What follows belongs to an exercise in optimizing a design on an open flow for small area, a short achievable clock period and few clock cycles; a production flow would make more cautious choices. No activity file was given, so power comes from the tool's default toggle rates.

Setup of v18:
==> flow/design.v <==
`timescale 1ns/10ps
module JAM (
    input CLK,
    input RST,
    output reg [2:0] W,
    output reg [2:0] J,
    input [6:0] Cost,
    output reg [3:0] MatchCount,
    output reg [9:0] MinCost,
    output reg Valid );
localparam S_SCAN = 2'd0;
localparam S_WAIT = 2'd1;
localparam S_SRCH = 2'd2;
localparam S_DONE = 2'd3;
reg [1:0] state;
reg [6:0] u  [0:7];
reg [6:0] v  [0:7];
reg [2:0] ra [0:7];          
reg [6:0] s2 [0:7];          
reg [6:0] cnt;               
reg       p1v, p2v;
reg [2:0] p1w, p2w;
reg [3:0] p1j, p2j;
reg [6:0] creg;
reg [6:0] cm;                
reg [6:0] vlast;             
reg [6:0] sh [0:7];
reg       r1v;
reg [2:0] r1w, r1j;
reg [6:0] rx;                
reg       bv;
reg [6:0] badd;
reg [9:0] base;
reg       donescan;
reg       x0go;
reg [9:0] X  [0:7];          
reg [2:0] js [0:6];          
reg [7:0] vb;                
reg       hfp;               
reg [2:0] hfd;
reg       hfr;
reg [7:0] used;              
reg       cvld;              
reg       cdone;             
reg       ev;
reg [2:0] ed, ec;
reg [7:0] eu;
reg [9:0] eK;                
reg [7:0] eT;                
reg       eneg;              
reg [7:0] eT2;               
reg       eneg2;
reg [2:0] efc;               
reg       efra;              
function [7:0] gtm;          
    input [2:0] a;
    gtm = 8'hfe << a;
endfunction
function [7:0] ltm;          
    input [2:0] a;
    ltm = ~(8'hff << a);
endfunction
function [2:0] pe;           
    input [7:0] x;
    integer k;
    begin
        pe = 3'd0;
        for (k = 7; k >= 0; k = k - 1)
            if (x[k]) pe = k[2:0];
    end
endfunction
function [3:0] cnext;        
    input [7:0] mk;
    input [2:0] a;
    reg   [7:0] hi;
    begin
        hi = mk & gtm(a);
        cnext = {|mk, pe((|hi) ? hi : mk)};
    end
endfunction
function [7:0] between;
    input [2:0] a;
    input [2:0] s;
    between = (a < s) ? (gtm(a) & ltm(s)) : (gtm(a) | ltm(s));
endfunction
function [12:0] add12;
    input [11:0] a;
    input [11:0] b;
    input        cin;
    add12 = {1'b0, a} + {1'b0, b} + {12'd0, cin};
endfunction
function [23:0] csa;
    input [11:0] a;
    input [11:0] b;
    input [11:0] c;
    reg   [11:0] cy;
    begin
        cy = (a & b) | (a & c) | (b & c);
        csa = {a ^ b ^ c, cy[10:0], 1'b0};
    end
endfunction
function [9:0] sel10;
    input [79:0] x;
    input [2:0]  k;
    input [2:0]  o;
    integer n;
    begin
        sel10 = 10'd0;
        for (n = 0; n < 8; n = n + 1)
            sel10 = sel10 | ({10{k == n}} & x[((n + o) & 7) * 10 +: 10]);
    end
endfunction
wire [79:0] raf, uf, vf, s2f, Xf, jsf;
wire [7:0]  vbr;             
genvar gi;
generate
    for (gi = 0; gi < 8; gi = gi + 1) begin : g_flat
        assign raf[gi*10 +: 10] = {7'd0, ra[gi]};
        assign uf[gi*10 +: 10]  = {3'd0, u[gi]};
        assign vf[gi*10 +: 10]  = {3'd0, v[gi]};
        assign s2f[gi*10 +: 10] = {3'd0, s2[gi]};
        assign Xf[gi*10 +: 10]  = X[gi];
        assign jsf[gi*10 +: 10] = (gi == 7) ? 10'd0 : {7'd0, js[gi]};
        assign vbr[gi] = (gi == 0) ? 1'b0 : vb[(gi + 7) & 7];
    end
endgenerate
wire [2:0]  W1  = W + 3'd1;
wire [9:0]  xw  = sel10(Xf, W, 3'd0);
wire [6:0]  vj  = sel10(vf, J, 3'd0);
wire [6:0]  uw  = sel10(uf, W, 3'd0);
wire [6:0]  u1  = (W == 3'd7) ? 7'd0 : sel10(uf, W, 3'd1);
wire [6:0]  s21 = sel10(s2f, W, 3'd1);
wire [2:0]  ra1 = sel10(raf, W, 3'd1);
wire [11:0] xwn = {2'b11, ~xw};
wire [11:0] bst = {2'b00, MinCost};
wire [23:0] tq  = csa(bst, xwn, {5'd0, vj});
wire [12:0] Ts  = add12(tq[23:12], {tq[11:1], 1'b1}, 1'b0);
wire [11:0] T   = Ts[11:0];
wire [23:0] t2q = csa(tq[23:12], tq[11:0], {5'h1f, ~s21});
wire [12:0] T2s = add12(t2q[23:12], {t2q[11:1], 1'b1}, 1'b1);
wire [11:0] T2  = T2s[11:0];
wire [23:0] kq  = csa({2'b00, xw}, {5'h1f, ~vj}, {5'h1f, ~u1});
wire [12:0] Ks  = add12(kq[23:12], {kq[11:1], 1'b1}, 1'b1);
wire [9:0]  K   = Ks[9:0];
wire [23:0] fq  = csa({2'b00, xw}, {5'd0, uw}, {5'h1f, ~u1});
wire [12:0] Kfs = add12(fq[23:12], {fq[11:1], 1'b1}, 1'b0);
wire [9:0]  Kf  = Kfs[9:0];
wire [23:0] zq  = csa({2'b00, xw}, {5'd0, uw}, {5'd0, s21});
wire [23:0] zq2 = csa(zq[23:12], zq[11:0], ~bst);
wire [12:0] Zs  = add12(zq2[23:12], zq2[11:0], 1'b0);
wire        hfok = Zs[11];
wire [7:0]  uc  = used | (8'd1 << J);
wire [7:0]  fhi = ~uc & ~ltm(ra1);
wire        fcra = ~uc[ra1];
wire [2:0]  fc  = pe((|fhi) ? fhi : ~uc);
wire [2:0] raw = sel10(raf, W, 3'd0);
wire       cfirst = cvld && J == raw && W != 3'd7;
wire       cfree  = cfirst;
wire [3:0] nA  = cnext(~used & between(J, raw), J);
wire       vbW = (hfp && hfd == W) ? hfr : vb[W];
wire       okA = nA[3] && vbW;
wire [2:0] Wm  = W - 3'd1;
wire [2:0] jp  = sel10(jsf, W, 3'd7);
wire [2:0] ram = sel10(raf, W, 3'd7);
wire [7:0] uB  = used & ~(8'd1 << jp);
wire [3:0] nB  = cnext(~uB & between(jp, ram), jp);
wire       okB = nB[3] && vbr[W];
wire [12:0] cmpd = add12({4'd0, eT}, {5'h1f, ~Cost}, 1'b1);     
wire [12:0] cmp2 = add12({4'd0, eT2}, {5'h1f, ~Cost}, 1'b1);    
wire       le    = !cmpd[11];
wire       lt    = !cmpd[11] && (cmpd[10:0] != 11'd0);
wire       cv    = !eneg2 && !cmp2[11];
wire       acc   = ev && !eneg && le;
wire       leaf  = (ed == 3'd7);
wire       redir = acc && !leaf && (efra || cv);
wire [12:0] sums = add12({2'b00, eK}, {5'd0, Cost}, 1'b0);
wire [9:0] sum   = sums[9:0];
wire [6:0] cmin  = (p2w == 3'd0 || creg < cm) ? creg : cm;
wire [6:0] ru    = u[r1w];
wire [6:0] rs    = s2[r1w];
wire [7:0] rd    = {1'b0, rx} - {1'b0, ru};      
wire       rlt   = rd[7];
wire       rfirst = (r1j == 3'd0);
wire [6:0] nu    = (rfirst || rlt) ? rx : ru;
wire [6:0] ns2   = rfirst ? 7'd127 : rlt ? (ru - rx) : (rd[6:0] < rs ? rd[6:0] : rs);
always @(posedge CLK or posedge RST) begin
    if (RST) begin
        state <= S_SCAN;
        cnt <= 7'd0;
        W <= 3'd0;
        J <= 3'd0;
        Valid <= 1'b0;
        p1v <= 1'b0;
        p2v <= 1'b0;
        r1v <= 1'b0;
        bv <= 1'b0;
        donescan <= 1'b0;
        x0go <= 1'b0;
        cvld <= 1'b0;
        cdone <= 1'b0;
    end else begin
        p1v <= (state == S_SCAN);
        p2v <= p1v;
        r1v <= p2v && p2j != 4'd0;
        bv <= r1v && r1j == 3'd7;
        donescan <= bv && r1w == 3'd0;       
        x0go <= donescan;
        case (state)
        S_SCAN: begin
            cnt <= cnt + 7'd1;
            W <= cnt[2:0] + 3'd1;
            J <= (cnt[2:0] == 3'd7) ? cnt[5:3] + 3'd1 : cnt[5:3];
            if (cnt == 7'd71) state <= S_WAIT;
        end
        S_WAIT: begin
            if (x0go) begin
                state <= S_SRCH;
                W <= 3'd0;
                J <= ra[0];
                cvld <= 1'b1;
                cdone <= 1'b0;
            end
        end
        S_SRCH: begin
            if (redir) begin
                W <= ed + 3'd1;
                J <= efc;
                cvld <= 1'b1;
                cdone <= 1'b0;
            end else if (cfree) begin
                W <= W1;
                J <= fc;
                cvld <= 1'b1;
            end else if (cdone) begin
                state <= S_DONE;
                Valid <= 1'b1;
            end else if (okA) begin
                J <= nA[2:0];
                cvld <= 1'b1;
            end else if (W == 3'd0) begin
                cdone <= 1'b1;
                cvld <= 1'b0;
            end else if (okB) begin
                W <= Wm;
                J <= nB[2:0];
                cvld <= 1'b1;
            end else begin
                W <= Wm;
                J <= jp;
                cvld <= 1'b0;
            end
        end
        default: ;
        endcase
    end
end
integer i;
always @(posedge CLK) begin
    p1w <= cnt[2:0];
    p1j <= cnt[6:3];
    p2w <= p1w;
    p2j <= p1j;
    creg <= Cost;
    sh[0] <= creg;
    for (i = 1; i < 8; i = i + 1) sh[i] <= sh[i - 1];
    if (p2v && p2j != 4'd8) begin
        cm <= cmin;
        if (p2w == 3'd7) begin
            v[p2j[2:0]] <= cmin;
            vlast <= cmin;
        end
    end
    r1w <= p2w;
    r1j <= p2j[2:0] - 3'd1;
    rx <= sh[7] - vlast;
    if (r1v) begin
        u[r1w] <= nu;
        s2[r1w] <= ns2;
        if (rfirst || rlt) ra[r1w] <= r1j;
    end
    badd <= nu;
    if (state == S_SCAN && p2v && p2w == 3'd0 && p2j == 4'd0)
        base <= 10'd0;
    else if (p2v && p2j != 4'd8 && p2w == 3'd7)
        base <= base + cmin;
    else if (bv)
        base <= base + badd;
    if (x0go)
        X[0] <= base - u[0];
    ev <= cvld && state == S_SRCH && !redir && !cfirst;
    ed <= W;
    ec <= J;
    eu <= used;
    eK <= K;
    eneg <= T[11];
    eT <= (T[10:8] != 3'd0) ? 8'hff : T[7:0];
    eneg2 <= T2[11];
    eT2 <= (T2[10:8] != 3'd0) ? 8'hff : T2[7:0];
    efc <= fc;
    efra <= fcra;
    hfp <= cfree && !redir && state == S_SRCH;
    hfd <= W1;
    hfr <= hfok;
    if (hfp) vb[hfd] <= hfr;
    if (state == S_SCAN || state == S_WAIT) begin
        MinCost <= 10'h3ff;
        used <= 8'd0;
        vb <= 8'h01;
    end
    if (state == S_SRCH) begin
        if (acc && leaf) begin
            if (lt) begin
                MinCost <= sum;
                MatchCount <= 4'd1;
            end else begin
                MatchCount <= MatchCount + 4'd1;
            end
        end
        if (redir) begin
            js[ed] <= ec;
            X[ed + 3'd1] <= sum;
            vb[ed + 3'd1] <= cv;
            used <= eu | (8'd1 << ec);
        end else if (cfree) begin
            js[W] <= J;
            X[W1] <= Kf;
            used <= uc;
        end else if (!cdone && !okA && W != 3'd0) begin
            used <= uB;
        end
    end
end
endmodule
Settings: LEC_CHECK=0, CAP_MARGIN=20, CORE_MARGIN=2, CORE_UTILIZATION=40, SETUP_SLACK_MARGIN=2.5, SLEW_MARGIN=20; clock period 6.0 ns.
run.sh (not shown) runs the stock make flow with config.mk's settings and CLKGATE_MAP_FILE= SYNTH_SCRIPT=/design/flow/synth_recipe.tcl, a recipe that flattens the netlist after the stock synthesis.
Modified inputs, v3 compared to v18
diff --git a/flow/design.v b/flow/design.v
--- a/flow/design.v
+++ b/flow/design.v
@@ -33,15 +33,12 @@
 reg [9:0] base;
 reg       donescan;
 reg       x0go;
 reg [9:0] X  [0:7];          
 reg [2:0] js [0:6];          
 reg [7:0] vb;                
-reg       hfp;               
-reg [2:0] hfd;
-reg       hfr;
 reg [7:0] used;              
 reg       cvld;              
 reg       cdone;             
 reg       ev;
 reg [2:0] ed, ec;
 reg [7:0] eu;
@@ -84,13 +81,34 @@
     between = (a < s) ? (gtm(a) & ltm(s)) : (gtm(a) | ltm(s));
 endfunction
 function [12:0] add12;
     input [11:0] a;
     input [11:0] b;
     input        cin;
-    add12 = {1'b0, a} + {1'b0, b} + {12'd0, cin};
+    reg   [11:0] g, p, gg, pp, gn, pn;
+    reg   [12:0] c;
+    integer i, l;
+    begin
+        g = a & b;
+        p = a ^ b;
+        gg = g;
+        pp = p;
+        for (l = 1; l < 12; l = l * 2) begin
+            gn = gg;
+            pn = pp;
+            for (i = l; i < 12; i = i + 1) begin
+                gn[i] = gg[i] | (pp[i] & gg[i - l]);
+                pn[i] = pp[i] & pp[i - l];
+            end
+            gg = gn;
+            pp = pn;
+        end
+        c[0] = cin;
+        for (i = 0; i < 12; i = i + 1) c[i + 1] = gg[i] | (pp[i] & cin);
+        add12 = {c[12], p ^ c[11:0]};
+    end
 endfunction
 function [23:0] csa;
     input [11:0] a;
     input [11:0] b;
     input [11:0] c;
     reg   [11:0] cy;
@@ -152,16 +170,15 @@
 wire [7:0]  uc  = used | (8'd1 << J);
 wire [7:0]  fhi = ~uc & ~ltm(ra1);
 wire        fcra = ~uc[ra1];
 wire [2:0]  fc  = pe((|fhi) ? fhi : ~uc);
 wire [2:0] raw = sel10(raf, W, 3'd0);
 wire       cfirst = cvld && J == raw && W != 3'd7;
-wire       cfree  = cfirst;
+wire       cfree  = cfirst && (fcra || hfok);
 wire [3:0] nA  = cnext(~used & between(J, raw), J);
-wire       vbW = (hfp && hfd == W) ? hfr : vb[W];
-wire       okA = nA[3] && vbW;
+wire       okA = nA[3] && vb[W];
 wire [2:0] Wm  = W - 3'd1;
 wire [2:0] jp  = sel10(jsf, W, 3'd7);
 wire [2:0] ram = sel10(raf, W, 3'd7);
 wire [7:0] uB  = used & ~(8'd1 << jp);
 wire [3:0] nB  = cnext(~uB & between(jp, ram), jp);
 wire       okB = nB[3] && vbr[W];
@@ -295,16 +312,12 @@
     eneg <= T[11];
     eT <= (T[10:8] != 3'd0) ? 8'hff : T[7:0];
     eneg2 <= T2[11];
     eT2 <= (T2[10:8] != 3'd0) ? 8'hff : T2[7:0];
     efc <= fc;
     efra <= fcra;
-    hfp <= cfree && !redir && state == S_SRCH;
-    hfd <= W1;
-    hfr <= hfok;
-    if (hfp) vb[hfd] <= hfr;
     if (state == S_SCAN || state == S_WAIT) begin
         MinCost <= 10'h3ff;
         used <= 8'd0;
         vb <= 8'h01;
     end
     if (state == S_SRCH) begin
@@ -321,12 +334,13 @@
             X[ed + 3'd1] <= sum;
             vb[ed + 3'd1] <= cv;
             used <= eu | (8'd1 << ec);
         end else if (cfree) begin
             js[W] <= J;
             X[W1] <= Kf;
+            vb[W1] <= hfok;
             used <= uc;
         end else if (!cdone && !okA && W != 3'd0) begin
             used <= uB;
         end
     end
 end
==> results.txt <==
Critical path depth (higher): v3. Compare v18 and v3 | area of combinational cells with multiple inputs lower: v3. Looking at v18 and v3, the worst hold slack is a wash. Measured against each other, v18 and v3 differ in area growth from synthesis to layout, the lower figure coming from v3. Compared v3 vs v18, and cell area after layout is down in v3. When v3 is set beside v18, its sequential power turns out to be about 1% smaller. On time the final worst path needs with I/O delays and setup, the lower figure sits with v18, not v3. STATUS worst setup slack: v3 loses against v18. v18 → v3: met3 wirelength from detailed routing increased about 0.7%, wire length increased by 5200 um relative to the old numbers, number of search-and-repair iterations in the first detailed-routing pass now larger. v18 -> v3: fmax decreased by more than 10%. Post-layout total power sits lower in v3 than in v18.
No functional check of the RTL was part of any run of this note.

==> separate check: timing with driven ports <==
The flow's constraints put no driver on any port. The routed layouts listed below were extracted and timed again, unchanged, in two steps. Step 1 assumes that a clkbuf_16 drives the clock port and a buf_2 every other input. Step 2 moves the port delays by t, midway between the first and last clock arrival at a register: inputs arrive t later, outputs are due t later. That takes back most of the time a late clock gives input paths. Slacks: ideal ports / drivers / drivers and shift; pairs: ideal ports / drivers.
run	t, ns	setup WS [ns]	hold slack, ns	worst register clock-pin slew, ns	worst slew at a driven data input, ns
v18	0.688	0.968 / 0.968 / 0.968	0.322 / 0.322 / 0.322	0.07 / 0.07	0.06
v3	0.677	0.340 / 0.340 / 0.340	0.324 / 0.324 / 0.324	0.07 / 0.07	0.03
After both steps every run listed still meets setup and hold.
